What follows belongs to an exercise in optimizing a design on an open flow for small area and a short achievable clock period; a production flow would make more cautious choices. Function was checked by simulation only, so behaviour that the tests miss may differ from the original. Power figures rest on the tool's default switching activity, not on a simulated workload.

==> flow/design.v <==
module full_adder(output sum,
                  output carry_out,
                  input x,
                  input y,
                  input carry_in);
assign sum = x ^ y ^ carry_in;
assign carry_out = (x & y) | (x & carry_in) | (y & carry_in);
endmodule
module g_and2(output y, input a, input b);
assign y = a & b;
endmodule
module g_aoi21(output y, input a, input b, input c);
assign y = ~((a & b) | c);
endmodule
module g_inv(output y, input a);
assign y = ~a;
endmodule
module g_nand2(output y, input a, input b);
assign y = ~(a & b);
endmodule
module g_nor2(output y, input a, input b);
assign y = ~(a | b);
endmodule
module g_oai21(output y, input a, input b, input c);
assign y = ~((a | b) & c);
endmodule
module g_or2(output y, input a, input b);
assign y = a | b;
endmodule
module g_xnor2(output y, input a, input b);
assign y = ~(a ^ b);
endmodule
module g_xor2(output y, input a, input b);
assign y = a ^ b;
endmodule
module half_adder_n(output sum_n,
                    output carry_n,
                    input a_n,
                    input b_n);
xnor_n xs(sum_n, a_n, b_n);
or_n oc(carry_n, a_n, b_n);
endmodule
module xnor_n(output y, input a, input b);
assign y = ~(a ^ b);
endmodule
module or_n(output y, input a, input b);
assign y = a | b;
endmodule
module fir_3tap (input clk,
                 input [7:0] Xin,
                 input [7:0] H0,
                 input [7:0] H1,
                 input [7:0] H2,
                 output reg [15:0] Yout);
reg [15:0] Q1n, Q2n;
wire t2_p0_0 = ~(Xin[0] & H2[0]);
wire t2_p0_1 = ~(Xin[0] & H2[1]);
wire t2_p0_2 = ~(Xin[0] & H2[2]);
wire t2_p0_3 = ~(Xin[0] & H2[3]);
wire t2_p0_4 = ~(Xin[0] & H2[4]);
wire t2_p0_5 = ~(Xin[0] & H2[5]);
wire t2_p0_6 = ~(Xin[0] & H2[6]);
wire t2_p0_7 = ~(Xin[0] & H2[7]);
wire t2_p1_0 = ~(Xin[1] & H2[0]);
wire t2_p1_1 = ~(Xin[1] & H2[1]);
wire t2_p1_2 = ~(Xin[1] & H2[2]);
wire t2_p1_3 = ~(Xin[1] & H2[3]);
wire t2_p1_4 = ~(Xin[1] & H2[4]);
wire t2_p1_5 = ~(Xin[1] & H2[5]);
wire t2_p1_6 = ~(Xin[1] & H2[6]);
wire t2_p1_7 = ~(Xin[1] & H2[7]);
wire t2_p2_0 = ~(Xin[2] & H2[0]);
wire t2_p2_1 = ~(Xin[2] & H2[1]);
wire t2_p2_2 = ~(Xin[2] & H2[2]);
wire t2_p2_3 = ~(Xin[2] & H2[3]);
wire t2_p2_4 = ~(Xin[2] & H2[4]);
wire t2_p2_5 = ~(Xin[2] & H2[5]);
wire t2_p2_6 = ~(Xin[2] & H2[6]);
wire t2_p2_7 = ~(Xin[2] & H2[7]);
wire t2_p3_0 = ~(Xin[3] & H2[0]);
wire t2_p3_1 = ~(Xin[3] & H2[1]);
wire t2_p3_2 = ~(Xin[3] & H2[2]);
wire t2_p3_3 = ~(Xin[3] & H2[3]);
wire t2_p3_4 = ~(Xin[3] & H2[4]);
wire t2_p3_5 = ~(Xin[3] & H2[5]);
wire t2_p3_6 = ~(Xin[3] & H2[6]);
wire t2_p3_7 = ~(Xin[3] & H2[7]);
wire t2_p4_0 = ~(Xin[4] & H2[0]);
wire t2_p4_1 = ~(Xin[4] & H2[1]);
wire t2_p4_2 = ~(Xin[4] & H2[2]);
wire t2_p4_3 = ~(Xin[4] & H2[3]);
wire t2_p4_4 = ~(Xin[4] & H2[4]);
wire t2_p4_5 = ~(Xin[4] & H2[5]);
wire t2_p4_6 = ~(Xin[4] & H2[6]);
wire t2_p4_7 = ~(Xin[4] & H2[7]);
wire t2_p5_0 = ~(Xin[5] & H2[0]);
wire t2_p5_1 = ~(Xin[5] & H2[1]);
wire t2_p5_2 = ~(Xin[5] & H2[2]);
wire t2_p5_3 = ~(Xin[5] & H2[3]);
wire t2_p5_4 = ~(Xin[5] & H2[4]);
wire t2_p5_5 = ~(Xin[5] & H2[5]);
wire t2_p5_6 = ~(Xin[5] & H2[6]);
wire t2_p5_7 = ~(Xin[5] & H2[7]);
wire t2_p6_0 = ~(Xin[6] & H2[0]);
wire t2_p6_1 = ~(Xin[6] & H2[1]);
wire t2_p6_2 = ~(Xin[6] & H2[2]);
wire t2_p6_3 = ~(Xin[6] & H2[3]);
wire t2_p6_4 = ~(Xin[6] & H2[4]);
wire t2_p6_5 = ~(Xin[6] & H2[5]);
wire t2_p6_6 = ~(Xin[6] & H2[6]);
wire t2_p6_7 = ~(Xin[6] & H2[7]);
wire t2_p7_0 = ~(Xin[7] & H2[0]);
wire t2_p7_1 = ~(Xin[7] & H2[1]);
wire t2_p7_2 = ~(Xin[7] & H2[2]);
wire t2_p7_3 = ~(Xin[7] & H2[3]);
wire t2_p7_4 = ~(Xin[7] & H2[4]);
wire t2_p7_5 = ~(Xin[7] & H2[5]);
wire t2_p7_6 = ~(Xin[7] & H2[6]);
wire t2_p7_7 = ~(Xin[7] & H2[7]);
wire t2_s0, t2_c0;
half_adder_n t2_ha1 (t2_s0, t2_c0, t2_p0_6, t2_p1_5);
wire t2_s1, t2_c1;
full_adder t2_fa2 (t2_s1, t2_c1, t2_p0_7, t2_p1_6, t2_p2_5);
wire t2_s2, t2_c2;
half_adder_n t2_ha3 (t2_s2, t2_c2, t2_p3_4, t2_p4_3);
wire t2_s3, t2_c3;
full_adder t2_fa4 (t2_s3, t2_c3, t2_p1_7, t2_p2_6, t2_p3_5);
wire t2_s4, t2_c4;
half_adder_n t2_ha5 (t2_s4, t2_c4, t2_p4_4, t2_p5_3);
wire t2_s5, t2_c5;
full_adder t2_fa6 (t2_s5, t2_c5, t2_p2_7, t2_p3_6, t2_p4_5);
wire t2_s6, t2_c6;
half_adder_n t2_ha7 (t2_s6, t2_c6, t2_p0_4, t2_p1_3);
wire t2_s7, t2_c7;
full_adder t2_fa8 (t2_s7, t2_c7, t2_p0_5, t2_p1_4, t2_p2_3);
wire t2_s8, t2_c8;
half_adder_n t2_ha9 (t2_s8, t2_c8, t2_p3_2, t2_p4_1);
wire t2_s9, t2_c9;
full_adder t2_fa10 (t2_s9, t2_c9, t2_p2_4, t2_p3_3, t2_p4_2);
wire t2_s10, t2_c10;
full_adder t2_fa11 (t2_s10, t2_c10, t2_p5_1, t2_p6_0, t2_s0);
wire t2_s11, t2_c11;
full_adder t2_fa12 (t2_s11, t2_c11, t2_p5_2, t2_p6_1, t2_p7_0);
wire t2_s12, t2_c12;
full_adder t2_fa13 (t2_s12, t2_c12, t2_c0, t2_s2, t2_s1);
wire t2_s13, t2_c13;
full_adder t2_fa14 (t2_s13, t2_c13, t2_p6_2, t2_p7_1, t2_c2);
wire t2_s14, t2_c14;
full_adder t2_fa15 (t2_s14, t2_c14, t2_s4, t2_c1, t2_s3);
wire t2_s15, t2_c15;
full_adder t2_fa16 (t2_s15, t2_c15, t2_p5_4, t2_p6_3, t2_p7_2);
wire t2_s16, t2_c16;
full_adder t2_fa17 (t2_s16, t2_c16, t2_c4, t2_c3, t2_s5);
wire t2_s17, t2_c17;
full_adder t2_fa18 (t2_s17, t2_c17, t2_p3_7, t2_p4_6, t2_p5_5);
wire t2_s18, t2_c18;
full_adder t2_fa19 (t2_s18, t2_c18, t2_p6_4, t2_p7_3, t2_c5);
wire t2_s19, t2_c19;
full_adder t2_fa20 (t2_s19, t2_c19, t2_p4_7, t2_p5_6, t2_p6_5);
wire t2_s20, t2_c20;
half_adder_n t2_ha21 (t2_s20, t2_c20, t2_p0_3, t2_p1_2);
wire t2_s21, t2_c21;
full_adder t2_fa22 (t2_s21, t2_c21, t2_p2_2, t2_p3_1, t2_p4_0);
wire t2_s22, t2_c22;
full_adder t2_fa23 (t2_s22, t2_c22, t2_p5_0, t2_c6, t2_s8);
wire t2_s23, t2_c23;
full_adder t2_fa24 (t2_s23, t2_c23, t2_c8, t2_c7, t2_s9);
wire t2_s24, t2_c24;
full_adder t2_fa25 (t2_s24, t2_c24, t2_c9, t2_s11, t2_c10);
wire t2_s25, t2_c25;
full_adder t2_fa26 (t2_s25, t2_c25, t2_c11, t2_s13, t2_c12);
wire t2_s26, t2_c26;
full_adder t2_fa27 (t2_s26, t2_c26, t2_s15, t2_c13, t2_c14);
wire t2_s27, t2_c27;
full_adder t2_fa28 (t2_s27, t2_c27, t2_c15, t2_s17, t2_c16);
wire t2_s28, t2_c28;
full_adder t2_fa29 (t2_s28, t2_c28, t2_p7_4, t2_c17, t2_s19);
wire t2_s29, t2_c29;
full_adder t2_fa30 (t2_s29, t2_c29, t2_p5_7, t2_p6_6, t2_p7_5);
wire t2_s30, t2_c30;
half_adder_n t2_ha31 (t2_s30, t2_c30, t2_p0_2, t2_p1_1);
wire t2_s31, t2_c31;
full_adder t2_fa32 (t2_s31, t2_c31, t2_p2_1, t2_p3_0, t2_s20);
wire t2_s32, t2_c32;
full_adder t2_fa33 (t2_s32, t2_c32, t2_c20, t2_s6, t2_s21);
wire t2_s33, t2_c33;
full_adder t2_fa34 (t2_s33, t2_c33, t2_c21, t2_s7, t2_s22);
wire t2_s34, t2_c34;
full_adder t2_fa35 (t2_s34, t2_c34, t2_c22, t2_s10, t2_s23);
wire t2_s35, t2_c35;
full_adder t2_fa36 (t2_s35, t2_c35, t2_c23, t2_s12, t2_s24);
wire t2_s36, t2_c36;
full_adder t2_fa37 (t2_s36, t2_c36, t2_s14, t2_c24, t2_s25);
wire t2_s37, t2_c37;
full_adder t2_fa38 (t2_s37, t2_c37, t2_s16, t2_c25, t2_s26);
wire t2_s38, t2_c38;
full_adder t2_fa39 (t2_s38, t2_c38, t2_s18, t2_c26, t2_s27);
wire t2_s39, t2_c39;
full_adder t2_fa40 (t2_s39, t2_c39, t2_c18, t2_s28, t2_c27);
wire t2_s40, t2_c40;
full_adder t2_fa41 (t2_s40, t2_c40, t2_c19, t2_s29, t2_c28);
wire t2_s41, t2_c41;
full_adder t2_fa42 (t2_s41, t2_c41, t2_p6_7, t2_p7_6, t2_c29);
wire n1;
g_xnor2 u1 (n1, t2_p0_1, t2_p1_0);
wire n2;
g_or2 u2 (n2, t2_p0_1, t2_p1_0);
wire t2_rs2, t2_rc2;
full_adder t2_rfa2 (t2_rs2, t2_rc2, t2_s30, t2_p2_0, n2);
wire n3;
g_or2 u3 (n3, t2_c30, t2_s31);
wire n4;
g_and2 u4 (n4, t2_c30, t2_s31);
wire n5;
g_aoi21 u5 (n5, n3, t2_rc2, n4);
wire n6;
g_nor2 u6 (n6, t2_c31, t2_s32);
wire n7;
g_nand2 u7 (n7, t2_c31, t2_s32);
wire n8;
g_oai21 u8 (n8, n6, n5, n7);
wire n9;
g_or2 u9 (n9, t2_c32, t2_s33);
wire n10;
g_and2 u10 (n10, t2_c32, t2_s33);
wire n11;
g_aoi21 u11 (n11, n9, n8, n10);
wire n12;
g_nor2 u12 (n12, t2_c33, t2_s34);
wire n13;
g_nand2 u13 (n13, t2_c33, t2_s34);
wire n14;
g_oai21 u14 (n14, n12, n11, n13);
wire n15;
g_or2 u15 (n15, t2_c34, t2_s35);
wire n16;
g_and2 u16 (n16, t2_c34, t2_s35);
wire n17;
g_aoi21 u17 (n17, n15, n14, n16);
wire n18;
g_nor2 u18 (n18, t2_c36, t2_s37);
wire n19;
g_nand2 u19 (n19, t2_c35, t2_s36);
wire n20;
g_nand2 u20 (n20, t2_c36, t2_s37);
wire n21;
g_oai21 u21 (n21, n18, n19, n20);
wire n22;
g_nor2 u22 (n22, t2_c35, t2_s36);
wire n23;
g_nor2 u23 (n23, n18, n22);
wire n24;
g_nor2 u24 (n24, t2_c38, t2_s39);
wire n25;
g_nand2 u25 (n25, t2_c37, t2_s38);
wire n26;
g_nand2 u26 (n26, t2_c38, t2_s39);
wire n27;
g_oai21 u27 (n27, n24, n25, n26);
wire n28;
g_nor2 u28 (n28, t2_c37, t2_s38);
wire n29;
g_nor2 u29 (n29, n24, n28);
wire n30;
g_nor2 u30 (n30, t2_c40, t2_s41);
wire n31;
g_nand2 u31 (n31, t2_c39, t2_s40);
wire n32;
g_nand2 u32 (n32, t2_c40, t2_s41);
wire n33;
g_oai21 u33 (n33, n30, n31, n32);
wire n34;
g_nor2 u34 (n34, t2_c39, t2_s40);
wire n35;
g_nor2 u35 (n35, n30, n34);
wire n36;
g_inv u36 (n36, n23);
wire n37;
g_inv u37 (n37, n21);
wire n38;
g_oai21 u38 (n38, n36, n17, n37);
wire n39;
g_inv u39 (n39, n23);
wire n40;
g_nor2 u40 (n40, t2_c34, t2_s35);
wire n41;
g_nor2 u41 (n41, n39, n40);
wire n42;
g_aoi21 u42 (n42, n35, n27, n33);
wire n43;
g_nand2 u43 (n43, n35, n29);
wire n44;
g_inv u44 (n44, n43);
wire n45;
g_inv u45 (n45, n42);
wire n46;
g_aoi21 u46 (n46, n44, n38, n45);
wire n47;
g_inv u47 (n47, n43);
wire n48;
g_nand2 u48 (n48, n47, n41);
wire n49;
g_aoi21 u49 (n49, n29, n38, n27);
wire n50;
g_nand2 u50 (n50, n29, n41);
wire n51;
g_oai21 u51 (n51, n22, n17, n19);
wire n52;
g_nor2 u52 (n52, n22, n40);
wire n53;
g_or2 u53 (n53, t2_c37, t2_s38);
wire n54;
g_and2 u54 (n54, t2_c37, t2_s38);
wire n55;
g_aoi21 u55 (n55, n53, n38, n54);
wire n56;
g_nand2 u56 (n56, n53, n41);
wire n57;
g_oai21 u57 (n57, n34, n49, n31);
wire n58;
g_nor2 u58 (n58, n34, n50);
wire n59;
g_nor2 u59 (n59, t2_c41, t2_p7_7);
wire n60;
g_nand2 u60 (n60, t2_c41, t2_p7_7);
wire n61;
g_oai21 u61 (n61, n59, n46, n60);
wire n62;
g_nor2 u62 (n62, n59, n48);
wire n63;
g_xor2 u63 (n63, t2_c30, t2_s31);
wire n64;
g_xor2 u64 (n64, n63, t2_rc2);
wire n65;
g_xor2 u65 (n65, t2_c31, t2_s32);
wire n66;
g_xnor2 u66 (n66, n65, n5);
wire n67;
g_xor2 u67 (n67, t2_c32, t2_s33);
wire n68;
g_xor2 u68 (n68, n67, n8);
wire n69;
g_xor2 u69 (n69, t2_c33, t2_s34);
wire n70;
g_xnor2 u70 (n70, n69, n11);
wire n71;
g_xor2 u71 (n71, t2_c34, t2_s35);
wire n72;
g_xor2 u72 (n72, n71, n14);
wire n73;
g_xor2 u73 (n73, t2_c35, t2_s36);
wire n74;
g_xnor2 u74 (n74, n73, n17);
wire n75;
g_xor2 u75 (n75, t2_c36, t2_s37);
wire n76;
g_xor2 u76 (n76, n75, n51);
wire n77;
g_xor2 u77 (n77, t2_c37, t2_s38);
wire n78;
g_xor2 u78 (n78, n77, n38);
wire n79;
g_xor2 u79 (n79, t2_c38, t2_s39);
wire n80;
g_xnor2 u80 (n80, n79, n55);
wire n81;
g_xor2 u81 (n81, t2_c39, t2_s40);
wire n82;
g_xnor2 u82 (n82, n81, n49);
wire n83;
g_xor2 u83 (n83, t2_c40, t2_s41);
wire n84;
g_xor2 u84 (n84, n83, n57);
wire n85;
g_xor2 u85 (n85, t2_c41, t2_p7_7);
wire n86;
g_xnor2 u86 (n86, n85, n46);
wire [15:0] t2_sn = {n61, n86, n84, n82, n80, n78, n76, n74, n72, n70, n68, n66, n64, t2_rs2, n1, t2_p0_0};
wire t1_p0_0 = ~(Xin[0] & H1[0]);
wire t1_p0_1 = ~(Xin[0] & H1[1]);
wire t1_p0_2 = ~(Xin[0] & H1[2]);
wire t1_p0_3 = ~(Xin[0] & H1[3]);
wire t1_p0_4 = ~(Xin[0] & H1[4]);
wire t1_p0_5 = ~(Xin[0] & H1[5]);
wire t1_p0_6 = ~(Xin[0] & H1[6]);
wire t1_p0_7 = ~(Xin[0] & H1[7]);
wire t1_p1_0 = ~(Xin[1] & H1[0]);
wire t1_p1_1 = ~(Xin[1] & H1[1]);
wire t1_p1_2 = ~(Xin[1] & H1[2]);
wire t1_p1_3 = ~(Xin[1] & H1[3]);
wire t1_p1_4 = ~(Xin[1] & H1[4]);
wire t1_p1_5 = ~(Xin[1] & H1[5]);
wire t1_p1_6 = ~(Xin[1] & H1[6]);
wire t1_p1_7 = ~(Xin[1] & H1[7]);
wire t1_p2_0 = ~(Xin[2] & H1[0]);
wire t1_p2_1 = ~(Xin[2] & H1[1]);
wire t1_p2_2 = ~(Xin[2] & H1[2]);
wire t1_p2_3 = ~(Xin[2] & H1[3]);
wire t1_p2_4 = ~(Xin[2] & H1[4]);
wire t1_p2_5 = ~(Xin[2] & H1[5]);
wire t1_p2_6 = ~(Xin[2] & H1[6]);
wire t1_p2_7 = ~(Xin[2] & H1[7]);
wire t1_p3_0 = ~(Xin[3] & H1[0]);
wire t1_p3_1 = ~(Xin[3] & H1[1]);
wire t1_p3_2 = ~(Xin[3] & H1[2]);
wire t1_p3_3 = ~(Xin[3] & H1[3]);
wire t1_p3_4 = ~(Xin[3] & H1[4]);
wire t1_p3_5 = ~(Xin[3] & H1[5]);
wire t1_p3_6 = ~(Xin[3] & H1[6]);
wire t1_p3_7 = ~(Xin[3] & H1[7]);
wire t1_p4_0 = ~(Xin[4] & H1[0]);
wire t1_p4_1 = ~(Xin[4] & H1[1]);
wire t1_p4_2 = ~(Xin[4] & H1[2]);
wire t1_p4_3 = ~(Xin[4] & H1[3]);
wire t1_p4_4 = ~(Xin[4] & H1[4]);
wire t1_p4_5 = ~(Xin[4] & H1[5]);
wire t1_p4_6 = ~(Xin[4] & H1[6]);
wire t1_p4_7 = ~(Xin[4] & H1[7]);
wire t1_p5_0 = ~(Xin[5] & H1[0]);
wire t1_p5_1 = ~(Xin[5] & H1[1]);
wire t1_p5_2 = ~(Xin[5] & H1[2]);
wire t1_p5_3 = ~(Xin[5] & H1[3]);
wire t1_p5_4 = ~(Xin[5] & H1[4]);
wire t1_p5_5 = ~(Xin[5] & H1[5]);
wire t1_p5_6 = ~(Xin[5] & H1[6]);
wire t1_p5_7 = ~(Xin[5] & H1[7]);
wire t1_p6_0 = ~(Xin[6] & H1[0]);
wire t1_p6_1 = ~(Xin[6] & H1[1]);
wire t1_p6_2 = ~(Xin[6] & H1[2]);
wire t1_p6_3 = ~(Xin[6] & H1[3]);
wire t1_p6_4 = ~(Xin[6] & H1[4]);
wire t1_p6_5 = ~(Xin[6] & H1[5]);
wire t1_p6_6 = ~(Xin[6] & H1[6]);
wire t1_p6_7 = ~(Xin[6] & H1[7]);
wire t1_p7_0 = ~(Xin[7] & H1[0]);
wire t1_p7_1 = ~(Xin[7] & H1[1]);
wire t1_p7_2 = ~(Xin[7] & H1[2]);
wire t1_p7_3 = ~(Xin[7] & H1[3]);
wire t1_p7_4 = ~(Xin[7] & H1[4]);
wire t1_p7_5 = ~(Xin[7] & H1[5]);
wire t1_p7_6 = ~(Xin[7] & H1[6]);
wire t1_p7_7 = ~(Xin[7] & H1[7]);
wire t1_s0, t1_c0;
half_adder_n t1_ha1 (t1_s0, t1_c0, Q1n[5], t1_p0_5);
wire t1_s1, t1_c1;
full_adder t1_fa2 (t1_s1, t1_c1, Q1n[6], t1_p0_6, t1_p1_5);
wire t1_s2, t1_c2;
half_adder_n t1_ha3 (t1_s2, t1_c2, t1_p2_4, t1_p3_3);
wire t1_s3, t1_c3;
full_adder t1_fa4 (t1_s3, t1_c3, Q1n[7], t1_p0_7, t1_p1_6);
wire t1_s4, t1_c4;
full_adder t1_fa5 (t1_s4, t1_c4, t1_p2_5, t1_p3_4, t1_p4_3);
wire t1_s5, t1_c5;
half_adder_n t1_ha6 (t1_s5, t1_c5, t1_p5_2, t1_p6_1);
wire t1_s6, t1_c6;
full_adder t1_fa7 (t1_s6, t1_c6, Q1n[8], t1_p1_7, t1_p2_6);
wire t1_s7, t1_c7;
full_adder t1_fa8 (t1_s7, t1_c7, t1_p3_5, t1_p4_4, t1_p5_3);
wire t1_s8, t1_c8;
half_adder_n t1_ha9 (t1_s8, t1_c8, t1_p6_2, t1_p7_1);
wire t1_s9, t1_c9;
full_adder t1_fa10 (t1_s9, t1_c9, Q1n[9], t1_p2_7, t1_p3_6);
wire t1_s10, t1_c10;
full_adder t1_fa11 (t1_s10, t1_c10, t1_p4_5, t1_p5_4, t1_p6_3);
wire t1_s11, t1_c11;
full_adder t1_fa12 (t1_s11, t1_c11, Q1n[10], t1_p3_7, t1_p4_6);
wire t1_s12, t1_c12;
half_adder_n t1_ha13 (t1_s12, t1_c12, Q1n[3], t1_p0_3);
wire t1_s13, t1_c13;
full_adder t1_fa14 (t1_s13, t1_c13, Q1n[4], t1_p0_4, t1_p1_3);
wire t1_s14, t1_c14;
half_adder_n t1_ha15 (t1_s14, t1_c14, t1_p2_2, t1_p3_1);
wire t1_s15, t1_c15;
full_adder t1_fa16 (t1_s15, t1_c15, t1_p1_4, t1_p2_3, t1_p3_2);
wire t1_s16, t1_c16;
full_adder t1_fa17 (t1_s16, t1_c16, t1_p4_1, t1_p5_0, t1_s0);
wire t1_s17, t1_c17;
full_adder t1_fa18 (t1_s17, t1_c17, t1_p4_2, t1_p5_1, t1_p6_0);
wire t1_s18, t1_c18;
full_adder t1_fa19 (t1_s18, t1_c18, t1_c0, t1_s2, t1_s1);
wire t1_s19, t1_c19;
full_adder t1_fa20 (t1_s19, t1_c19, t1_p7_0, t1_c2, t1_s5);
wire t1_s20, t1_c20;
full_adder t1_fa21 (t1_s20, t1_c20, t1_c1, t1_s3, t1_s4);
wire t1_s21, t1_c21;
full_adder t1_fa22 (t1_s21, t1_c21, t1_c5, t1_s8, t1_c3);
wire t1_s22, t1_c22;
full_adder t1_fa23 (t1_s22, t1_c22, t1_c4, t1_s6, t1_s7);
wire t1_s23, t1_c23;
full_adder t1_fa24 (t1_s23, t1_c23, t1_p7_2, t1_c8, t1_c6);
wire t1_s24, t1_c24;
full_adder t1_fa25 (t1_s24, t1_c24, t1_c7, t1_s10, t1_s9);
wire t1_s25, t1_c25;
full_adder t1_fa26 (t1_s25, t1_c25, t1_p5_5, t1_p6_4, t1_p7_3);
wire t1_s26, t1_c26;
full_adder t1_fa27 (t1_s26, t1_c26, t1_c10, t1_c9, t1_s11);
wire t1_s27, t1_c27;
full_adder t1_fa28 (t1_s27, t1_c27, Q1n[11], t1_p4_7, t1_p5_6);
wire t1_s28, t1_c28;
full_adder t1_fa29 (t1_s28, t1_c28, t1_p6_5, t1_p7_4, t1_c11);
wire t1_s29, t1_c29;
full_adder t1_fa30 (t1_s29, t1_c29, Q1n[12], t1_p5_7, t1_p6_6);
wire t1_s30, t1_c30;
half_adder_n t1_ha31 (t1_s30, t1_c30, Q1n[2], t1_p0_2);
wire t1_s31, t1_c31;
full_adder t1_fa32 (t1_s31, t1_c31, t1_p1_2, t1_p2_1, t1_p3_0);
wire t1_s32, t1_c32;
full_adder t1_fa33 (t1_s32, t1_c32, t1_p4_0, t1_c12, t1_s14);
wire t1_s33, t1_c33;
full_adder t1_fa34 (t1_s33, t1_c33, t1_c14, t1_c13, t1_s15);
wire t1_s34, t1_c34;
full_adder t1_fa35 (t1_s34, t1_c34, t1_c15, t1_s17, t1_c16);
wire t1_s35, t1_c35;
full_adder t1_fa36 (t1_s35, t1_c35, t1_c17, t1_s19, t1_c18);
wire t1_s36, t1_c36;
full_adder t1_fa37 (t1_s36, t1_c36, t1_c19, t1_c20, t1_s21);
wire t1_s37, t1_c37;
full_adder t1_fa38 (t1_s37, t1_c37, t1_c21, t1_c22, t1_s23);
wire t1_s38, t1_c38;
full_adder t1_fa39 (t1_s38, t1_c38, t1_s25, t1_c23, t1_c24);
wire t1_s39, t1_c39;
full_adder t1_fa40 (t1_s39, t1_c39, t1_c25, t1_s27, t1_c26);
wire t1_s40, t1_c40;
full_adder t1_fa41 (t1_s40, t1_c40, t1_p7_5, t1_c27, t1_s29);
wire t1_s41, t1_c41;
full_adder t1_fa42 (t1_s41, t1_c41, Q1n[13], t1_p6_7, t1_p7_6);
wire t1_s42, t1_c42;
half_adder_n t1_ha43 (t1_s42, t1_c42, Q1n[1], t1_p0_1);
wire t1_s43, t1_c43;
full_adder t1_fa44 (t1_s43, t1_c43, t1_p1_1, t1_p2_0, t1_s30);
wire t1_s44, t1_c44;
full_adder t1_fa45 (t1_s44, t1_c44, t1_c30, t1_s12, t1_s31);
wire t1_s45, t1_c45;
full_adder t1_fa46 (t1_s45, t1_c45, t1_c31, t1_s13, t1_s32);
wire t1_s46, t1_c46;
full_adder t1_fa47 (t1_s46, t1_c46, t1_c32, t1_s16, t1_s33);
wire t1_s47, t1_c47;
full_adder t1_fa48 (t1_s47, t1_c47, t1_c33, t1_s18, t1_s34);
wire t1_s48, t1_c48;
full_adder t1_fa49 (t1_s48, t1_c48, t1_s20, t1_c34, t1_s35);
wire t1_s49, t1_c49;
full_adder t1_fa50 (t1_s49, t1_c49, t1_s22, t1_c35, t1_s36);
wire t1_s50, t1_c50;
full_adder t1_fa51 (t1_s50, t1_c50, t1_s24, t1_c36, t1_s37);
wire t1_s51, t1_c51;
full_adder t1_fa52 (t1_s51, t1_c51, t1_s26, t1_c37, t1_s38);
wire t1_s52, t1_c52;
full_adder t1_fa53 (t1_s52, t1_c52, t1_s28, t1_c38, t1_s39);
wire t1_s53, t1_c53;
full_adder t1_fa54 (t1_s53, t1_c53, t1_c28, t1_s40, t1_c39);
wire t1_s54, t1_c54;
full_adder t1_fa55 (t1_s54, t1_c54, t1_c29, t1_s41, t1_c40);
wire t1_s55, t1_c55;
full_adder t1_fa56 (t1_s55, t1_c55, Q1n[14], t1_p7_7, t1_c41);
wire n87;
g_xnor2 u87 (n87, Q1n[0], t1_p0_0);
wire n88;
g_or2 u88 (n88, Q1n[0], t1_p0_0);
wire t1_rs1, t1_rc1;
full_adder t1_rfa1 (t1_rs1, t1_rc1, t1_s42, t1_p1_0, n88);
wire t1_rs2, t1_rc2;
full_adder t1_rfa2 (t1_rs2, t1_rc2, t1_c42, t1_s43, t1_rc1);
wire n89;
g_or2 u89 (n89, t1_c43, t1_s44);
wire n90;
g_and2 u90 (n90, t1_c43, t1_s44);
wire n91;
g_aoi21 u91 (n91, n89, t1_rc2, n90);
wire n92;
g_nor2 u92 (n92, t1_c44, t1_s45);
wire n93;
g_nand2 u93 (n93, t1_c44, t1_s45);
wire n94;
g_oai21 u94 (n94, n92, n91, n93);
wire n95;
g_or2 u95 (n95, t1_c45, t1_s46);
wire n96;
g_and2 u96 (n96, t1_c45, t1_s46);
wire n97;
g_aoi21 u97 (n97, n95, n94, n96);
wire n98;
g_nor2 u98 (n98, t1_c46, t1_s47);
wire n99;
g_nand2 u99 (n99, t1_c46, t1_s47);
wire n100;
g_oai21 u100 (n100, n98, n97, n99);
wire n101;
g_or2 u101 (n101, t1_c47, t1_s48);
wire n102;
g_and2 u102 (n102, t1_c47, t1_s48);
wire n103;
g_aoi21 u103 (n103, n101, n100, n102);
wire n104;
g_nor2 u104 (n104, t1_c49, t1_s50);
wire n105;
g_nand2 u105 (n105, t1_c48, t1_s49);
wire n106;
g_nand2 u106 (n106, t1_c49, t1_s50);
wire n107;
g_oai21 u107 (n107, n104, n105, n106);
wire n108;
g_nor2 u108 (n108, t1_c48, t1_s49);
wire n109;
g_nor2 u109 (n109, n104, n108);
wire n110;
g_nor2 u110 (n110, t1_c51, t1_s52);
wire n111;
g_nand2 u111 (n111, t1_c50, t1_s51);
wire n112;
g_nand2 u112 (n112, t1_c51, t1_s52);
wire n113;
g_oai21 u113 (n113, n110, n111, n112);
wire n114;
g_nor2 u114 (n114, t1_c50, t1_s51);
wire n115;
g_nor2 u115 (n115, n110, n114);
wire n116;
g_nor2 u116 (n116, t1_c53, t1_s54);
wire n117;
g_nand2 u117 (n117, t1_c52, t1_s53);
wire n118;
g_nand2 u118 (n118, t1_c53, t1_s54);
wire n119;
g_oai21 u119 (n119, n116, n117, n118);
wire n120;
g_nor2 u120 (n120, t1_c52, t1_s53);
wire n121;
g_nor2 u121 (n121, n116, n120);
wire n122;
g_inv u122 (n122, n109);
wire n123;
g_inv u123 (n123, n107);
wire n124;
g_oai21 u124 (n124, n122, n103, n123);
wire n125;
g_inv u125 (n125, n109);
wire n126;
g_nor2 u126 (n126, t1_c47, t1_s48);
wire n127;
g_nor2 u127 (n127, n125, n126);
wire n128;
g_aoi21 u128 (n128, n121, n113, n119);
wire n129;
g_nand2 u129 (n129, n121, n115);
wire n130;
g_inv u130 (n130, n129);
wire n131;
g_inv u131 (n131, n128);
wire n132;
g_aoi21 u132 (n132, n130, n124, n131);
wire n133;
g_inv u133 (n133, n129);
wire n134;
g_nand2 u134 (n134, n133, n127);
wire n135;
g_aoi21 u135 (n135, n115, n124, n113);
wire n136;
g_nand2 u136 (n136, n115, n127);
wire n137;
g_oai21 u137 (n137, n108, n103, n105);
wire n138;
g_nor2 u138 (n138, n108, n126);
wire n139;
g_or2 u139 (n139, t1_c50, t1_s51);
wire n140;
g_and2 u140 (n140, t1_c50, t1_s51);
wire n141;
g_aoi21 u141 (n141, n139, n124, n140);
wire n142;
g_nand2 u142 (n142, n139, n127);
wire n143;
g_oai21 u143 (n143, n120, n135, n117);
wire n144;
g_nor2 u144 (n144, n120, n136);
wire n145;
g_nor2 u145 (n145, t1_c54, t1_s55);
wire n146;
g_nand2 u146 (n146, t1_c54, t1_s55);
wire n147;
g_oai21 u147 (n147, n145, n132, n146);
wire n148;
g_nor2 u148 (n148, n145, n134);
wire n149;
g_xor2 u149 (n149, t1_c43, t1_s44);
wire n150;
g_xor2 u150 (n150, n149, t1_rc2);
wire n151;
g_xor2 u151 (n151, t1_c44, t1_s45);
wire n152;
g_xnor2 u152 (n152, n151, n91);
wire n153;
g_xor2 u153 (n153, t1_c45, t1_s46);
wire n154;
g_xor2 u154 (n154, n153, n94);
wire n155;
g_xor2 u155 (n155, t1_c46, t1_s47);
wire n156;
g_xnor2 u156 (n156, n155, n97);
wire n157;
g_xor2 u157 (n157, t1_c47, t1_s48);
wire n158;
g_xor2 u158 (n158, n157, n100);
wire n159;
g_xor2 u159 (n159, t1_c48, t1_s49);
wire n160;
g_xnor2 u160 (n160, n159, n103);
wire n161;
g_xor2 u161 (n161, t1_c49, t1_s50);
wire n162;
g_xor2 u162 (n162, n161, n137);
wire n163;
g_xor2 u163 (n163, t1_c50, t1_s51);
wire n164;
g_xor2 u164 (n164, n163, n124);
wire n165;
g_xor2 u165 (n165, t1_c51, t1_s52);
wire n166;
g_xnor2 u166 (n166, n165, n141);
wire n167;
g_xor2 u167 (n167, t1_c52, t1_s53);
wire n168;
g_xnor2 u168 (n168, n167, n135);
wire n169;
g_xor2 u169 (n169, t1_c53, t1_s54);
wire n170;
g_xor2 u170 (n170, n169, n143);
wire n171;
g_xor2 u171 (n171, t1_c54, t1_s55);
wire n172;
g_xnor2 u172 (n172, n171, n132);
wire n173;
g_xor2 u173 (n173, t1_c55, Q1n[15]);
wire n174;
g_xor2 u174 (n174, n173, n147);
wire [15:0] t1_sn = {n174, n172, n170, n168, n166, n164, n162, n160, n158, n156, n154, n152, n150, t1_rs2, t1_rs1, n87};
wire t0_p0_0 = ~(Xin[0] & H0[0]);
wire t0_p0_1 = ~(Xin[0] & H0[1]);
wire t0_p0_2 = ~(Xin[0] & H0[2]);
wire t0_p0_3 = ~(Xin[0] & H0[3]);
wire t0_p0_4 = ~(Xin[0] & H0[4]);
wire t0_p0_5 = ~(Xin[0] & H0[5]);
wire t0_p0_6 = ~(Xin[0] & H0[6]);
wire t0_p0_7 = ~(Xin[0] & H0[7]);
wire t0_p1_0 = ~(Xin[1] & H0[0]);
wire t0_p1_1 = ~(Xin[1] & H0[1]);
wire t0_p1_2 = ~(Xin[1] & H0[2]);
wire t0_p1_3 = ~(Xin[1] & H0[3]);
wire t0_p1_4 = ~(Xin[1] & H0[4]);
wire t0_p1_5 = ~(Xin[1] & H0[5]);
wire t0_p1_6 = ~(Xin[1] & H0[6]);
wire t0_p1_7 = ~(Xin[1] & H0[7]);
wire t0_p2_0 = ~(Xin[2] & H0[0]);
wire t0_p2_1 = ~(Xin[2] & H0[1]);
wire t0_p2_2 = ~(Xin[2] & H0[2]);
wire t0_p2_3 = ~(Xin[2] & H0[3]);
wire t0_p2_4 = ~(Xin[2] & H0[4]);
wire t0_p2_5 = ~(Xin[2] & H0[5]);
wire t0_p2_6 = ~(Xin[2] & H0[6]);
wire t0_p2_7 = ~(Xin[2] & H0[7]);
wire t0_p3_0 = ~(Xin[3] & H0[0]);
wire t0_p3_1 = ~(Xin[3] & H0[1]);
wire t0_p3_2 = ~(Xin[3] & H0[2]);
wire t0_p3_3 = ~(Xin[3] & H0[3]);
wire t0_p3_4 = ~(Xin[3] & H0[4]);
wire t0_p3_5 = ~(Xin[3] & H0[5]);
wire t0_p3_6 = ~(Xin[3] & H0[6]);
wire t0_p3_7 = ~(Xin[3] & H0[7]);
wire t0_p4_0 = ~(Xin[4] & H0[0]);
wire t0_p4_1 = ~(Xin[4] & H0[1]);
wire t0_p4_2 = ~(Xin[4] & H0[2]);
wire t0_p4_3 = ~(Xin[4] & H0[3]);
wire t0_p4_4 = ~(Xin[4] & H0[4]);
wire t0_p4_5 = ~(Xin[4] & H0[5]);
wire t0_p4_6 = ~(Xin[4] & H0[6]);
wire t0_p4_7 = ~(Xin[4] & H0[7]);
wire t0_p5_0 = ~(Xin[5] & H0[0]);
wire t0_p5_1 = ~(Xin[5] & H0[1]);
wire t0_p5_2 = ~(Xin[5] & H0[2]);
wire t0_p5_3 = ~(Xin[5] & H0[3]);
wire t0_p5_4 = ~(Xin[5] & H0[4]);
wire t0_p5_5 = ~(Xin[5] & H0[5]);
wire t0_p5_6 = ~(Xin[5] & H0[6]);
wire t0_p5_7 = ~(Xin[5] & H0[7]);
wire t0_p6_0 = ~(Xin[6] & H0[0]);
wire t0_p6_1 = ~(Xin[6] & H0[1]);
wire t0_p6_2 = ~(Xin[6] & H0[2]);
wire t0_p6_3 = ~(Xin[6] & H0[3]);
wire t0_p6_4 = ~(Xin[6] & H0[4]);
wire t0_p6_5 = ~(Xin[6] & H0[5]);
wire t0_p6_6 = ~(Xin[6] & H0[6]);
wire t0_p6_7 = ~(Xin[6] & H0[7]);
wire t0_p7_0 = ~(Xin[7] & H0[0]);
wire t0_p7_1 = ~(Xin[7] & H0[1]);
wire t0_p7_2 = ~(Xin[7] & H0[2]);
wire t0_p7_3 = ~(Xin[7] & H0[3]);
wire t0_p7_4 = ~(Xin[7] & H0[4]);
wire t0_p7_5 = ~(Xin[7] & H0[5]);
wire t0_p7_6 = ~(Xin[7] & H0[6]);
wire t0_p7_7 = ~(Xin[7] & H0[7]);
wire t0_s0, t0_c0;
half_adder_n t0_ha1 (t0_s0, t0_c0, Q2n[5], t0_p0_5);
wire t0_s1, t0_c1;
full_adder t0_fa2 (t0_s1, t0_c1, Q2n[6], t0_p0_6, t0_p1_5);
wire t0_s2, t0_c2;
half_adder_n t0_ha3 (t0_s2, t0_c2, t0_p2_4, t0_p3_3);
wire t0_s3, t0_c3;
full_adder t0_fa4 (t0_s3, t0_c3, Q2n[7], t0_p0_7, t0_p1_6);
wire t0_s4, t0_c4;
full_adder t0_fa5 (t0_s4, t0_c4, t0_p2_5, t0_p3_4, t0_p4_3);
wire t0_s5, t0_c5;
half_adder_n t0_ha6 (t0_s5, t0_c5, t0_p5_2, t0_p6_1);
wire t0_s6, t0_c6;
full_adder t0_fa7 (t0_s6, t0_c6, Q2n[8], t0_p1_7, t0_p2_6);
wire t0_s7, t0_c7;
full_adder t0_fa8 (t0_s7, t0_c7, t0_p3_5, t0_p4_4, t0_p5_3);
wire t0_s8, t0_c8;
half_adder_n t0_ha9 (t0_s8, t0_c8, t0_p6_2, t0_p7_1);
wire t0_s9, t0_c9;
full_adder t0_fa10 (t0_s9, t0_c9, Q2n[9], t0_p2_7, t0_p3_6);
wire t0_s10, t0_c10;
full_adder t0_fa11 (t0_s10, t0_c10, t0_p4_5, t0_p5_4, t0_p6_3);
wire t0_s11, t0_c11;
full_adder t0_fa12 (t0_s11, t0_c11, Q2n[10], t0_p3_7, t0_p4_6);
wire t0_s12, t0_c12;
half_adder_n t0_ha13 (t0_s12, t0_c12, Q2n[3], t0_p0_3);
wire t0_s13, t0_c13;
full_adder t0_fa14 (t0_s13, t0_c13, Q2n[4], t0_p0_4, t0_p1_3);
wire t0_s14, t0_c14;
half_adder_n t0_ha15 (t0_s14, t0_c14, t0_p2_2, t0_p3_1);
wire t0_s15, t0_c15;
full_adder t0_fa16 (t0_s15, t0_c15, t0_p1_4, t0_p2_3, t0_p3_2);
wire t0_s16, t0_c16;
full_adder t0_fa17 (t0_s16, t0_c16, t0_p4_1, t0_p5_0, t0_s0);
wire t0_s17, t0_c17;
full_adder t0_fa18 (t0_s17, t0_c17, t0_p4_2, t0_p5_1, t0_p6_0);
wire t0_s18, t0_c18;
full_adder t0_fa19 (t0_s18, t0_c18, t0_c0, t0_s2, t0_s1);
wire t0_s19, t0_c19;
full_adder t0_fa20 (t0_s19, t0_c19, t0_p7_0, t0_c2, t0_s5);
wire t0_s20, t0_c20;
full_adder t0_fa21 (t0_s20, t0_c20, t0_c1, t0_s3, t0_s4);
wire t0_s21, t0_c21;
full_adder t0_fa22 (t0_s21, t0_c21, t0_c5, t0_s8, t0_c3);
wire t0_s22, t0_c22;
full_adder t0_fa23 (t0_s22, t0_c22, t0_c4, t0_s6, t0_s7);
wire t0_s23, t0_c23;
full_adder t0_fa24 (t0_s23, t0_c23, t0_p7_2, t0_c8, t0_c6);
wire t0_s24, t0_c24;
full_adder t0_fa25 (t0_s24, t0_c24, t0_c7, t0_s10, t0_s9);
wire t0_s25, t0_c25;
full_adder t0_fa26 (t0_s25, t0_c25, t0_p5_5, t0_p6_4, t0_p7_3);
wire t0_s26, t0_c26;
full_adder t0_fa27 (t0_s26, t0_c26, t0_c10, t0_c9, t0_s11);
wire t0_s27, t0_c27;
full_adder t0_fa28 (t0_s27, t0_c27, Q2n[11], t0_p4_7, t0_p5_6);
wire t0_s28, t0_c28;
full_adder t0_fa29 (t0_s28, t0_c28, t0_p6_5, t0_p7_4, t0_c11);
wire t0_s29, t0_c29;
full_adder t0_fa30 (t0_s29, t0_c29, Q2n[12], t0_p5_7, t0_p6_6);
wire t0_s30, t0_c30;
half_adder_n t0_ha31 (t0_s30, t0_c30, Q2n[2], t0_p0_2);
wire t0_s31, t0_c31;
full_adder t0_fa32 (t0_s31, t0_c31, t0_p1_2, t0_p2_1, t0_p3_0);
wire t0_s32, t0_c32;
full_adder t0_fa33 (t0_s32, t0_c32, t0_p4_0, t0_c12, t0_s14);
wire t0_s33, t0_c33;
full_adder t0_fa34 (t0_s33, t0_c33, t0_c14, t0_c13, t0_s15);
wire t0_s34, t0_c34;
full_adder t0_fa35 (t0_s34, t0_c34, t0_c15, t0_s17, t0_c16);
wire t0_s35, t0_c35;
full_adder t0_fa36 (t0_s35, t0_c35, t0_c17, t0_s19, t0_c18);
wire t0_s36, t0_c36;
full_adder t0_fa37 (t0_s36, t0_c36, t0_c19, t0_c20, t0_s21);
wire t0_s37, t0_c37;
full_adder t0_fa38 (t0_s37, t0_c37, t0_c21, t0_c22, t0_s23);
wire t0_s38, t0_c38;
full_adder t0_fa39 (t0_s38, t0_c38, t0_s25, t0_c23, t0_c24);
wire t0_s39, t0_c39;
full_adder t0_fa40 (t0_s39, t0_c39, t0_c25, t0_s27, t0_c26);
wire t0_s40, t0_c40;
full_adder t0_fa41 (t0_s40, t0_c40, t0_p7_5, t0_c27, t0_s29);
wire t0_s41, t0_c41;
full_adder t0_fa42 (t0_s41, t0_c41, Q2n[13], t0_p6_7, t0_p7_6);
wire t0_s42, t0_c42;
half_adder_n t0_ha43 (t0_s42, t0_c42, Q2n[1], t0_p0_1);
wire t0_s43, t0_c43;
full_adder t0_fa44 (t0_s43, t0_c43, t0_p1_1, t0_p2_0, t0_s30);
wire t0_s44, t0_c44;
full_adder t0_fa45 (t0_s44, t0_c44, t0_c30, t0_s12, t0_s31);
wire t0_s45, t0_c45;
full_adder t0_fa46 (t0_s45, t0_c45, t0_c31, t0_s13, t0_s32);
wire t0_s46, t0_c46;
full_adder t0_fa47 (t0_s46, t0_c46, t0_c32, t0_s16, t0_s33);
wire t0_s47, t0_c47;
full_adder t0_fa48 (t0_s47, t0_c47, t0_c33, t0_s18, t0_s34);
wire t0_s48, t0_c48;
full_adder t0_fa49 (t0_s48, t0_c48, t0_s20, t0_c34, t0_s35);
wire t0_s49, t0_c49;
full_adder t0_fa50 (t0_s49, t0_c49, t0_s22, t0_c35, t0_s36);
wire t0_s50, t0_c50;
full_adder t0_fa51 (t0_s50, t0_c50, t0_s24, t0_c36, t0_s37);
wire t0_s51, t0_c51;
full_adder t0_fa52 (t0_s51, t0_c51, t0_s26, t0_c37, t0_s38);
wire t0_s52, t0_c52;
full_adder t0_fa53 (t0_s52, t0_c52, t0_s28, t0_c38, t0_s39);
wire t0_s53, t0_c53;
full_adder t0_fa54 (t0_s53, t0_c53, t0_c28, t0_s40, t0_c39);
wire t0_s54, t0_c54;
full_adder t0_fa55 (t0_s54, t0_c54, t0_c29, t0_s41, t0_c40);
wire t0_s55, t0_c55;
full_adder t0_fa56 (t0_s55, t0_c55, Q2n[14], t0_p7_7, t0_c41);
wire n175;
g_xnor2 u175 (n175, Q2n[0], t0_p0_0);
wire n176;
g_or2 u176 (n176, Q2n[0], t0_p0_0);
wire t0_rs1, t0_rc1;
full_adder t0_rfa1 (t0_rs1, t0_rc1, t0_s42, t0_p1_0, n176);
wire t0_rs2, t0_rc2;
full_adder t0_rfa2 (t0_rs2, t0_rc2, t0_c42, t0_s43, t0_rc1);
wire n177;
g_or2 u177 (n177, t0_c43, t0_s44);
wire n178;
g_and2 u178 (n178, t0_c43, t0_s44);
wire n179;
g_aoi21 u179 (n179, n177, t0_rc2, n178);
wire n180;
g_nor2 u180 (n180, t0_c44, t0_s45);
wire n181;
g_nand2 u181 (n181, t0_c44, t0_s45);
wire n182;
g_oai21 u182 (n182, n180, n179, n181);
wire n183;
g_or2 u183 (n183, t0_c45, t0_s46);
wire n184;
g_and2 u184 (n184, t0_c45, t0_s46);
wire n185;
g_aoi21 u185 (n185, n183, n182, n184);
wire n186;
g_nor2 u186 (n186, t0_c46, t0_s47);
wire n187;
g_nand2 u187 (n187, t0_c46, t0_s47);
wire n188;
g_oai21 u188 (n188, n186, n185, n187);
wire n189;
g_or2 u189 (n189, t0_c47, t0_s48);
wire n190;
g_and2 u190 (n190, t0_c47, t0_s48);
wire n191;
g_aoi21 u191 (n191, n189, n188, n190);
wire n192;
g_nor2 u192 (n192, t0_c49, t0_s50);
wire n193;
g_nand2 u193 (n193, t0_c48, t0_s49);
wire n194;
g_nand2 u194 (n194, t0_c49, t0_s50);
wire n195;
g_oai21 u195 (n195, n192, n193, n194);
wire n196;
g_nor2 u196 (n196, t0_c48, t0_s49);
wire n197;
g_nor2 u197 (n197, n192, n196);
wire n198;
g_nor2 u198 (n198, t0_c51, t0_s52);
wire n199;
g_nand2 u199 (n199, t0_c50, t0_s51);
wire n200;
g_nand2 u200 (n200, t0_c51, t0_s52);
wire n201;
g_oai21 u201 (n201, n198, n199, n200);
wire n202;
g_nor2 u202 (n202, t0_c50, t0_s51);
wire n203;
g_nor2 u203 (n203, n198, n202);
wire n204;
g_nor2 u204 (n204, t0_c53, t0_s54);
wire n205;
g_nand2 u205 (n205, t0_c52, t0_s53);
wire n206;
g_nand2 u206 (n206, t0_c53, t0_s54);
wire n207;
g_oai21 u207 (n207, n204, n205, n206);
wire n208;
g_nor2 u208 (n208, t0_c52, t0_s53);
wire n209;
g_nor2 u209 (n209, n204, n208);
wire n210;
g_inv u210 (n210, n197);
wire n211;
g_inv u211 (n211, n195);
wire n212;
g_oai21 u212 (n212, n210, n191, n211);
wire n213;
g_inv u213 (n213, n197);
wire n214;
g_nor2 u214 (n214, t0_c47, t0_s48);
wire n215;
g_nor2 u215 (n215, n213, n214);
wire n216;
g_aoi21 u216 (n216, n209, n201, n207);
wire n217;
g_nand2 u217 (n217, n209, n203);
wire n218;
g_inv u218 (n218, n217);
wire n219;
g_inv u219 (n219, n216);
wire n220;
g_aoi21 u220 (n220, n218, n212, n219);
wire n221;
g_inv u221 (n221, n217);
wire n222;
g_nand2 u222 (n222, n221, n215);
wire n223;
g_aoi21 u223 (n223, n203, n212, n201);
wire n224;
g_nand2 u224 (n224, n203, n215);
wire n225;
g_oai21 u225 (n225, n196, n191, n193);
wire n226;
g_nor2 u226 (n226, n196, n214);
wire n227;
g_or2 u227 (n227, t0_c50, t0_s51);
wire n228;
g_and2 u228 (n228, t0_c50, t0_s51);
wire n229;
g_aoi21 u229 (n229, n227, n212, n228);
wire n230;
g_nand2 u230 (n230, n227, n215);
wire n231;
g_oai21 u231 (n231, n208, n223, n205);
wire n232;
g_nor2 u232 (n232, n208, n224);
wire n233;
g_nor2 u233 (n233, t0_c54, t0_s55);
wire n234;
g_nand2 u234 (n234, t0_c54, t0_s55);
wire n235;
g_oai21 u235 (n235, n233, n220, n234);
wire n236;
g_nor2 u236 (n236, n233, n222);
wire n237;
g_inv u237 (n237, n175);
wire n238;
g_inv u238 (n238, t0_rs1);
wire n239;
g_inv u239 (n239, t0_rs2);
wire n240;
g_xor2 u240 (n240, t0_c43, t0_s44);
wire n241;
g_xnor2 u241 (n241, n240, t0_rc2);
wire n242;
g_xor2 u242 (n242, t0_c44, t0_s45);
wire n243;
g_xor2 u243 (n243, n242, n179);
wire n244;
g_xor2 u244 (n244, t0_c45, t0_s46);
wire n245;
g_xnor2 u245 (n245, n244, n182);
wire n246;
g_xor2 u246 (n246, t0_c46, t0_s47);
wire n247;
g_xor2 u247 (n247, n246, n185);
wire n248;
g_xor2 u248 (n248, t0_c47, t0_s48);
wire n249;
g_xnor2 u249 (n249, n248, n188);
wire n250;
g_xor2 u250 (n250, t0_c48, t0_s49);
wire n251;
g_xor2 u251 (n251, n250, n191);
wire n252;
g_xor2 u252 (n252, t0_c49, t0_s50);
wire n253;
g_xnor2 u253 (n253, n252, n225);
wire n254;
g_xor2 u254 (n254, t0_c50, t0_s51);
wire n255;
g_xnor2 u255 (n255, n254, n212);
wire n256;
g_xor2 u256 (n256, t0_c51, t0_s52);
wire n257;
g_xor2 u257 (n257, n256, n229);
wire n258;
g_xor2 u258 (n258, t0_c52, t0_s53);
wire n259;
g_xor2 u259 (n259, n258, n223);
wire n260;
g_xor2 u260 (n260, t0_c53, t0_s54);
wire n261;
g_xnor2 u261 (n261, n260, n231);
wire n262;
g_xor2 u262 (n262, t0_c54, t0_s55);
wire n263;
g_xor2 u263 (n263, n262, n220);
wire n264;
g_xor2 u264 (n264, t0_c55, Q2n[15]);
wire n265;
g_xnor2 u265 (n265, n264, n235);
wire [15:0] t0_sn = {n265, n263, n261, n259, n257, n255, n253, n251, n249, n247, n245, n243, n241, n239, n238, n237};
always @(posedge clk) begin
  Q1n  <= t2_sn;
  Q2n  <= t1_sn;
  Yout <= t0_sn;
end
endmodule
==> flow/flow/run.sh <==
#!/bin/bash
# The standard layout (standard.sh), with two changes to how it is made:
# - ports are buffered with buf_1 instead of the default delay buffer;
# - repair_timing aims for 6.75 ns of setup slack instead of 0.
set -euo pipefail
export SETUP_SLACK_MARGIN=6.75
export BUFFER_PORTS_ARGS="-buffer_cell sky130_fd_sc_hd__buf_1"
bash standard.sh > standard.log 2>&1
==> flow/standard.sh <==
#!/bin/bash
# synth_recipe.tcl (not shown) runs the flow's synth.tcl, then flattens the netlist and writes it again
# the make line also repeats each setting of config.mk as NAME=value (left out here)
make -C /OpenROAD-flow-scripts/flow DESIGN_CONFIG=/design/flow/config.mk WORK_HOME=/design/flow/orfs CLKGATE_MAP_FILE= SYNTH_SCRIPT=/design/flow/synth_recipe.tcl "${@:-finish}"
==> flow/config.mk <==
export PLATFORM = sky130hd
export DESIGN_NAME = fir_3tap
export DESIGN_NICKNAME = fir_3tap
export VERILOG_FILES = /design/flow/design.v
export SDC_FILE = /design/flow/constraint.sdc
export NUM_CORES = 4
export LEC_CHECK = 0
export CAP_MARGIN = 20
export CORE_MARGIN = 2
export CORE_UTILIZATION = 55
export CTS_BUF_LIST = sky130_fd_sc_hd__clkbuf_8
export SLEW_MARGIN = 20
export SYNTH_HIERARCHICAL = 1
export SYNTH_MINIMUM_KEEP_SIZE = 0
export TNS_END_PERCENT = 0
==> flow/constraint.sdc <==
create_clock -name core_clock -period 12.5 [get_ports {clk}]
set_input_delay 2.5000 -clock core_clock [delete_from_list [all_inputs] [get_ports {clk}]]
set_output_delay 2.5000 -clock core_clock [all_outputs]
set_load 0.01 [all_outputs]
==> impl_metrics.env, run 1 <==
export IMPL_die_h_microns=112.8
export IMPL_ys_types=14
export IMPL_yosys_top_cells_area="fa_1 (42%), dfxtp_1 (15%), nand2_1 (13%)"
export IMPL_avgRoutedWirePerCell_microns=14.42
export IMPL_tns_ps=0
export IMPL_htree_levels=2
export IMPL_start_util=0.5679
export IMPL_num_io_pins=49
export IMPL_grt_overflow=0
export IMPL_finalSetupViolations=0
export IMPL_fin_crit_sh=0.4525
export IMPL_track_usage=0.2189
export IMPL_yosys_register_bits=48
export IMPL_rsz0062_at_grt="true"
export IMPL_cp_common_cell="fa_1"
export IMPL_muxShareOfSynthArea=0
export IMPL_synthFlopType="dfxtp_1"
export IMPL_clock_fmax_ghz=0.1768
export IMPL_cts_sinks=48
export IMPL_cts_root_buf="clkbuf_8"
export IMPL_synth_compound_area_frac=0.04899
export IMPL_met3_length_microns=713
export IMPL_powerDensity_mw_per_mm2=279.9
export IMPL_worstPathRequired_ps=12720
export IMPL_leakage_nw=2.483
export IMPL_ys_async_sr_fraction=0
export IMPL_yosys_area_top_type="fa_1"
export IMPL_drt_iter0_drc=264
export IMPL_via_per_inst=5.269
export IMPL_cp_max_fo=12
export IMPL_worstMarginPinSlew_ps=430.6
export IMPL_grt_pass1_vias=4787
export IMPL_cap_violations=0
export IMPL_path_class="input pin to register"
export IMPL_grt_max_degree=25
export IMPL_numCtsBuffers=5
export IMPL_arrival_ps=5880
export IMPL_status="no timing/DRC/antenna violations"
export IMPL_drcViolationCount=0
export IMPL_vdd_drop_max_mv=0.2580
export IMPL_grt_pass1_wl_mm=22.54
export IMPL_syn_num_nets=866
export IMPL_reg2reg_slack_ps=9130
export IMPL_synth_common_cells="nand2_1 (222), fa_1 (136), xor2_1 (57)"
export IMPL_synthSimpleGateAreaFrac=0.1967
export IMPL_path_buf_inv=4
export IMPL_synth_xor_area_frac=0.1372
export IMPL_synth_seq_area_share=0.1476
export IMPL_core_area_sq_mm=0.01147
export IMPL_hold_violations=0
export IMPL_yosysMostFrequentCell="nand2_1"
export IMPL_synthAdderAreaFrac=0.4181
export IMPL_design_area_sq_mm=0.006893
export IMPL_port_buffers=48
export IMPL_final_nets=891
export IMPL_cp_cell_sequence="clkbuf_2 > buf_12 > nand2_1 > fa_1 > fa_1 > fa_1 > fa_1 > nor2_1 > nor2_1 > inv_1 > o21ai_2 > a21oi_2 > buf_4 > xor2_1"
export IMPL_insertion_delay_ps=330
export IMPL_dpl_cell_area_sq_mm=0.006644
export IMPL_seq_area_sq_um=960.9
export IMPL_multi_input_area_sq_mm=0.005256
export IMPL_drive_gt1_frac=0.08022
export IMPL_synth_edf_count=0
export IMPL_yosys_warnings=7
export IMPL_top_layer="met4"
export IMPL_syn_area_per_cell_sq_um=9.344
export IMPL_fin_crit_ps=5656
export IMPL_hold_ws_ps=448.9
export IMPL_end_kind="register"
export IMPL_die_width_microns=112.8
export IMPL_cts_max_path_buffers=2
export IMPL_clkTransAtPathRegs_ps=100
export IMPL_slew_headroom=0.7130
export IMPL_slowest_delay_ps=570
export IMPL_totalWireLength_mm=12.49
export IMPL_crit_slowest_cell="fa_1"
export IMPL_rows=39
export IMPL_startpoint_type="input pin"
export IMPL_gp_congestion=0.8051
export IMPL_antenna_cells=0
export IMPL_postCtsHoldBufs=0
export IMPL_via_count=4563
export IMPL_wl_met2_mm=6.111
export IMPL_antenna_found_initial=0
export IMPL_dieArea_sq_mm=0.01273
export IMPL_cts_tree="done"
export IMPL_syn_to_final_growth_pct=5.841
export IMPL_synth_cell_area_sq_mm=0.006512
export IMPL_synth_top_area_frac=0.4181
export IMPL_fill_cells=1047
export IMPL_drv_slew=0
export IMPL_synthCells=697
export IMPL_hold_path_class="register to register"
export IMPL_dr_pass1_iters=5
export IMPL_wl_met1_mm=5.563
export IMPL_critical_path_top_delay_family="adder cells"
export IMPL_hpwl_mm=9.554
export IMPL_antenna_left=0
export IMPL_synth_top_family_by_area="adder cells"
export IMPL_clock_skew_ps=12.22
cells by family after synthesis:
family | Yosys count
AOI/OAI and AO/OA | 48
xor gates and xnor gates | 102
adders and majority gates | 136
buffers and inverters | 55
DFF | 48
and+or+nand+nor | 308
layout make-up:
type / count / share of cell area
tap: 143 / 0.02596
clock buffer: 6 / 0.01198
sequential: 48 / 0.1394
inverter: 15 / 0.008168
clock inverter: 2 / 0.001997
multi-input combinational: 594 / 0.7626
timing repair buffer: 58 / 0.04992
per-layer routing:
layer	vias to the layer above	track usage
li1	2145	-
met1	2285	0.3038
met2	125	0.3701
met3	8	0.03160
met4	0	0.04715
met5	-	0
flip-flops by register name, summed over array words and instances, names as in the netlist:
| signal | flops |
|---|---|
| Q1n | 16 |
| Yout | 16 |
| Q2n | 16 |
Yosys stat by module (local to each module, per instance), a selection:
module	times used	cells inside	flops+latches
g_nor2	36	1	0
g_xnor2	22	1	0
fir_3tap	1	280	48
g_oai21	27	1	0
g_and2	12	1	0
full_adder	136	1	0
g_aoi21	21	1	0
g_or2	15	1	0
g_inv	15	1	0
xnor_n	23	1	0
or_n	23	1	0
g_xor2	57	1	0
g_nand2	30	1	0
path summary, 6_finish.rpt:
kind / from / endpoint / cells after the start
worst max-delay path: Xin[0] / Yout[12] / 14
worst min-delay path: Q1n[0] / Q2n[0] / 1
worst max register to register: Q1n[6] / Q2n[13] / 10
worst min register to register: Q1n[0] / Q2n[0] / 1
placed cells by master (no fill, tap or decap):
cell type	Yosys	final
a21oi_4	0	2
or2_1	38	38
o21ai_2	0	3
clkbuf_16	0	1
buf_6	16	3
inv_6	0	1
buf_4	0	5
inv_1	15	15
and2_1	12	12
buf_12	0	3
nor2_1	36	36
buf_2	7	2
nand2_1	222	222
a21oi_2	21	19
fa_2	0	1
o21ai_4	0	1
clkinv_2	0	1
buf_1	17	34
fa_1	136	135
o21ai_1	27	23
clkbuf_2	0	10
clkbuf_8	0	6
dfxtp_1	48	48
xor2_1	57	57
xnor2_1	45	45
per-stage QoR:
step | cells | utilization | setup WS, ps | power (mW)
after floorplan | 697 | - | 6692 | 1.535
after global placement | 854 | 0.5792 | 5718 | 1.730
after detailed placement | 854 | 0.5794 | 6200 | 1.762
after CTS | 862 | 0.5907 | 6740 | 1.893
after global routing | 866 | 0.6011 | 6669 | 2.176
final | 866 | 0.6011 | 6844 | 1.929
report_power, final:
group / leakage, nW / internal [mW] / switching, mW / total [mW]
Clock: 0.0516 / 0.0454 / 0.0601 / 0.106
Combinational: 2.03 / 0.718 / 0.818 / 1.54
Sequential: 0.405 / 0.256 / 0.0312 / 0.288
Total: 2.48 / 1.02 / 0.909 / 1.93
timing repair:
action / in CTS / in global routing
buffers inserted: 0 / 3
setup endpoints to repair: 11 / 15
resized for setup: 10 / 23
pin swaps: 1 / 6
gates cloned: 0 / 1
==> run 2, diff against run 1 <==
==> flow/flow/run.sh (replaced) <==
#!/bin/bash
# The standard layout (standard.sh), with two changes to how it is made:
# - ports are buffered with buf_1 instead of the default delay buffer;
# - repair_timing aims for 6.9 ns of setup slack instead of 0.
set -euo pipefail
export SETUP_SLACK_MARGIN=6.9
export SETUP_MOVE_SEQUENCE=unbuffer,sizeup,swap
export BUFFER_PORTS_ARGS="-buffer_cell sky130_fd_sc_hd__buf_1"
bash standard.sh > standard.log 2>&1
==> impl_metrics.env, run 2 <==
export IMPL_clock_skew_ps=14.23
export IMPL_rsz0062_at_grt="true"
export IMPL_grt_overflow=0
export IMPL_r2r_end="Q2n[13]"
export IMPL_drive_gt1_frac=0.1567
export IMPL_cts_root_buf="clkbuf_8"
export IMPL_antenna_found_initial=0
export IMPL_totalWireLength_mm=13.00
export IMPL_port_buffers=48
export IMPL_slowest_delay_ps=580
export IMPL_die_width_microns=112.8
export IMPL_synth_top_family_by_area="adder cells"
export IMPL_top_usage_layer="met2"
export IMPL_yosys_warnings=7
export IMPL_reg2reg_slack_ps=9180
export IMPL_rows=39
export IMPL_hold_violations=0
export IMPL_worstMarginPinSlew_ps=436.3
export IMPL_synth_common_cells="nand2_1 (222), fa_1 (136), xor2_1 (57)"
export IMPL_min_delay_start="Q1n[0]"
export IMPL_vdd_drop_max_mv=0.2985
export IMPL_slew_headroom=0.7092
export IMPL_hold_path_class="register to register"
export IMPL_arrival_ps=5710
export IMPL_synth_cell_area_sq_mm=0.006512
export IMPL_final_cell_mix="nand2_1 (209), fa_1 (114), xor2_1 (57)"
export IMPL_ys_types=14
export IMPL_drt_iter0_drc=205
export IMPL_cap_violations=0
export IMPL_muxShareOfSynthArea=0
export IMPL_synthSimpleGateAreaFrac=0.1967
export IMPL_fin_crit_ps=5497
export IMPL_hpwl_mm=9.858
export IMPL_via_per_inst=5.231
export IMPL_postCtsHoldBufs=0
export IMPL_design_area_sq_mm=0.007147
export IMPL_cts_max_path_buffers=2
export IMPL_startpoint_type="input pin"
export IMPL_clkTransAtPathRegs_ps=100
export IMPL_ys_async_sr_fraction=0
export IMPL_insertion_delay_ps=310
export IMPL_yosys_register_bits=48
export IMPL_dpl_cell_area_sq_mm=0.006670
export IMPL_syn_to_final_growth_pct=9.741
export IMPL_syn_num_nets=866
export IMPL_timing_rr_start="Q1n[8]"
export IMPL_synthCells=697
export IMPL_yosysMostFrequentCell="nand2_1"
export IMPL_cp_max_fo=24
export IMPL_endpoint="Q2n[13]"
export IMPL_met2_usage=0.3996
export IMPL_synth_seq_area_share=0.1476
export IMPL_synthAdderAreaFrac=0.4181
export IMPL_numCtsBuffers=5
export IMPL_drv_slew=0
export IMPL_clock_fmax_ghz=0.1819
export IMPL_gp_congestion=0.8129
export IMPL_antenna_left=0
export IMPL_hold_ws_ps=466.7
export IMPL_dieArea_sq_mm=0.01273
export IMPL_core_area_sq_mm=0.01147
export IMPL_end_kind="register"
export IMPL_cts_setup_buffers=0
export IMPL_avgRoutedWirePerCell_microns=15.05
export IMPL_crit_slowest_cell="fa_1"
export IMPL_grt_max_degree=25
export IMPL_synth_xor_area_frac=0.1372
export IMPL_reg2regPathDepth=11
export IMPL_cp_common_cell="fa_1"
export IMPL_fin_crit_sh=0.4397
export IMPL_synthFlopType="dfxtp_1"
export IMPL_track_usage=0.2256
export IMPL_syn_area_per_cell_sq_um=9.344
export IMPL_grt_pass1_vias=5014
export IMPL_die_h_microns=112.8
export IMPL_worstSetupStartpoint="Xin[3]"
export IMPL_grt_met1_usage=0.3025
export IMPL_htree_levels=2
export IMPL_cp_cell_sequence="clkbuf_2 > buf_12 > nand2_1 > or2_1 > fa_1 > fa_1 > fa_1 > or2_1 > a21oi_4 > o21ai_4 > a21oi_2 > o21ai_1 > xor2_1"
export IMPL_drcViolationCount=0
export IMPL_synth_top_area_frac=0.4181
export IMPL_antenna_cells=0
export IMPL_start_util=0.5679
export IMPL_finalSetupViolations=0
export IMPL_leakage_nw=2.561
export IMPL_status="no timing/DRC/antenna violations"
export IMPL_grtUsageMet3=0.03428
export IMPL_final_common_cell="nand2_1"
export IMPL_reg_top3="Q1n (16), Q2n (16), Yout (16)"
export IMPL_powerDensity_mw_per_mm2=282.5
export IMPL_synth_edf_count=0
export IMPL_yosys_top_cells_area="fa_1 (42%), dfxtp_1 (15%), nand2_1 (13%)"
export IMPL_synth_compound_area_frac=0.04899
export IMPL_tns_ps=0
export IMPL_cts_tree="done"
export IMPL_final_nets=889
export IMPL_dr_pass1_iters=4
export IMPL_cts_sinks=48
export IMPL_power_total_mw=2.019
export IMPL_num_io_pins=49
export IMPL_worstPathRequired_ps=12710
export IMPL_grt_pass1_wl_mm=23.20
export IMPL_path_class="input pin to register"
export IMPL_yosys_area_top_type="fa_1"
export IMPL_via_count=4520
==> run 2: changes by cell type in the layout (fill, tap and decap cells not counted), sizes merged <==
cell and change:
buf -3, clkbuf +1
==> run 2: how the worst min path moves through the flow <==
| stage | endpoint | slack (ps) | depth (start not counted) |
|---|---|---|---|
| 2_1_floorplan | Q2n[0] | 420 | 1 |
| 3_3_place_gp | Q2n[0] | 430 | 1 |
| 3_5_place_dp | Q2n[0] | 450 | 1 |
| 4_1_cts | Q2n[0] | 460 | 1 |
| 5_1_grt | Q2n[0] | 480 | 1 |
| 6_report | Q2n[0] | 470 | 1 |
==> run 2: area by class of cell <==
type	instances	area, sq um
Timing Repair Buffer	56	395.4
Fill cell	1012	4320
Tap cell	143	178.9
Clock buffer	6	82.58
Inverter	15	56.30
Sequential cell	48	960.9
Clock inverter	2	13.76
Multi-Input combinational cell	594	5459
==> run 2: stage by stage <==
step                      worst slack, ps    util  std cells
after floorplan                      6847       -        697
after global placement               5849  0.5807        855
after detailed placement             6147  0.5817        856
after CTS                            6886  0.6005        864
after global routing                 6860  0.6232        864
final                                7003  0.6232        864
==> run 2: timing repair <==
item	in CTS	in global routing
pin swaps	12	71
setup endpoints to repair	17	15
gates resized for setup	35	82
endpoints found under the hold margin	0	0
==> run 2: cells by family (layout without fill, tap and decap cells) <==
| kind of cell | Yosys count | count (layout) |
|---|---|---|
| buffers and inverters | 55 | 79 |
| AOI/OAI and AO/OA | 48 | 48 |
| DFF | 48 | 48 |
| adders and majority gates | 136 | 136 |
| and+or+nand+nor | 308 | 308 |
| xor gates and xnor gates | 102 | 102 |
==> run 2: critical path, delay by kind of cell <==
family	cells	cell delay, ps
xor+xnor	1	160
fa+ha+maj	3	1520
buf+inv	2	280
compound gates	4	590
simple gates	3	630
==> run 2: modules after synthesis (local to each module, per instance), a selection <==
module / flops+latches / cell area (sq um) / times used / cells inside
fir_3tap: 48 / 1961 / 1 / 280
full_adder: 0 / 20.02 / 136 / 1
g_and2: 0 / 6.256 / 12 / 1
g_aoi21: 0 / 8.758 / 21 / 1
g_inv: 0 / 3.754 / 15 / 1
g_nand2: 0 / 3.754 / 30 / 1
g_nor2: 0 / 3.754 / 36 / 1
g_oai21: 0 / 5.005 / 27 / 1
g_or2: 0 / 6.256 / 15 / 1
g_xnor2: 0 / 8.758 / 22 / 1
g_xor2: 0 / 8.758 / 57 / 1
or_n: 0 / 6.256 / 23 / 1
xnor_n: 0 / 8.758 / 23 / 1
==> run 2: report_power, final <==
group | switching (mW) | total, mW | internal [mW]
Clock | 0.0586 | 0.104 | 0.0454
Sequential | 0.0336 | 0.290 | 0.256
Combinational | 0.876 | 1.62 | 0.749
==> run 2: routing by layer <==
layer  share of wire  vias to the layer above
met5               0                        -
met4          0.0082                        0
met3           0.047                       10
met2            0.51                      104
met1            0.43                     2261
li1                -                     2145

Re-timed with assumed drivers on the ports (clkbuf_16 on the clock, buf_2 on other inputs), run 2 has 6.985 ns of setup slack against 7.003 ns with ideal ports, and 6.642 ns once port delays also move by the mid clock arrival of 0.343 ns.
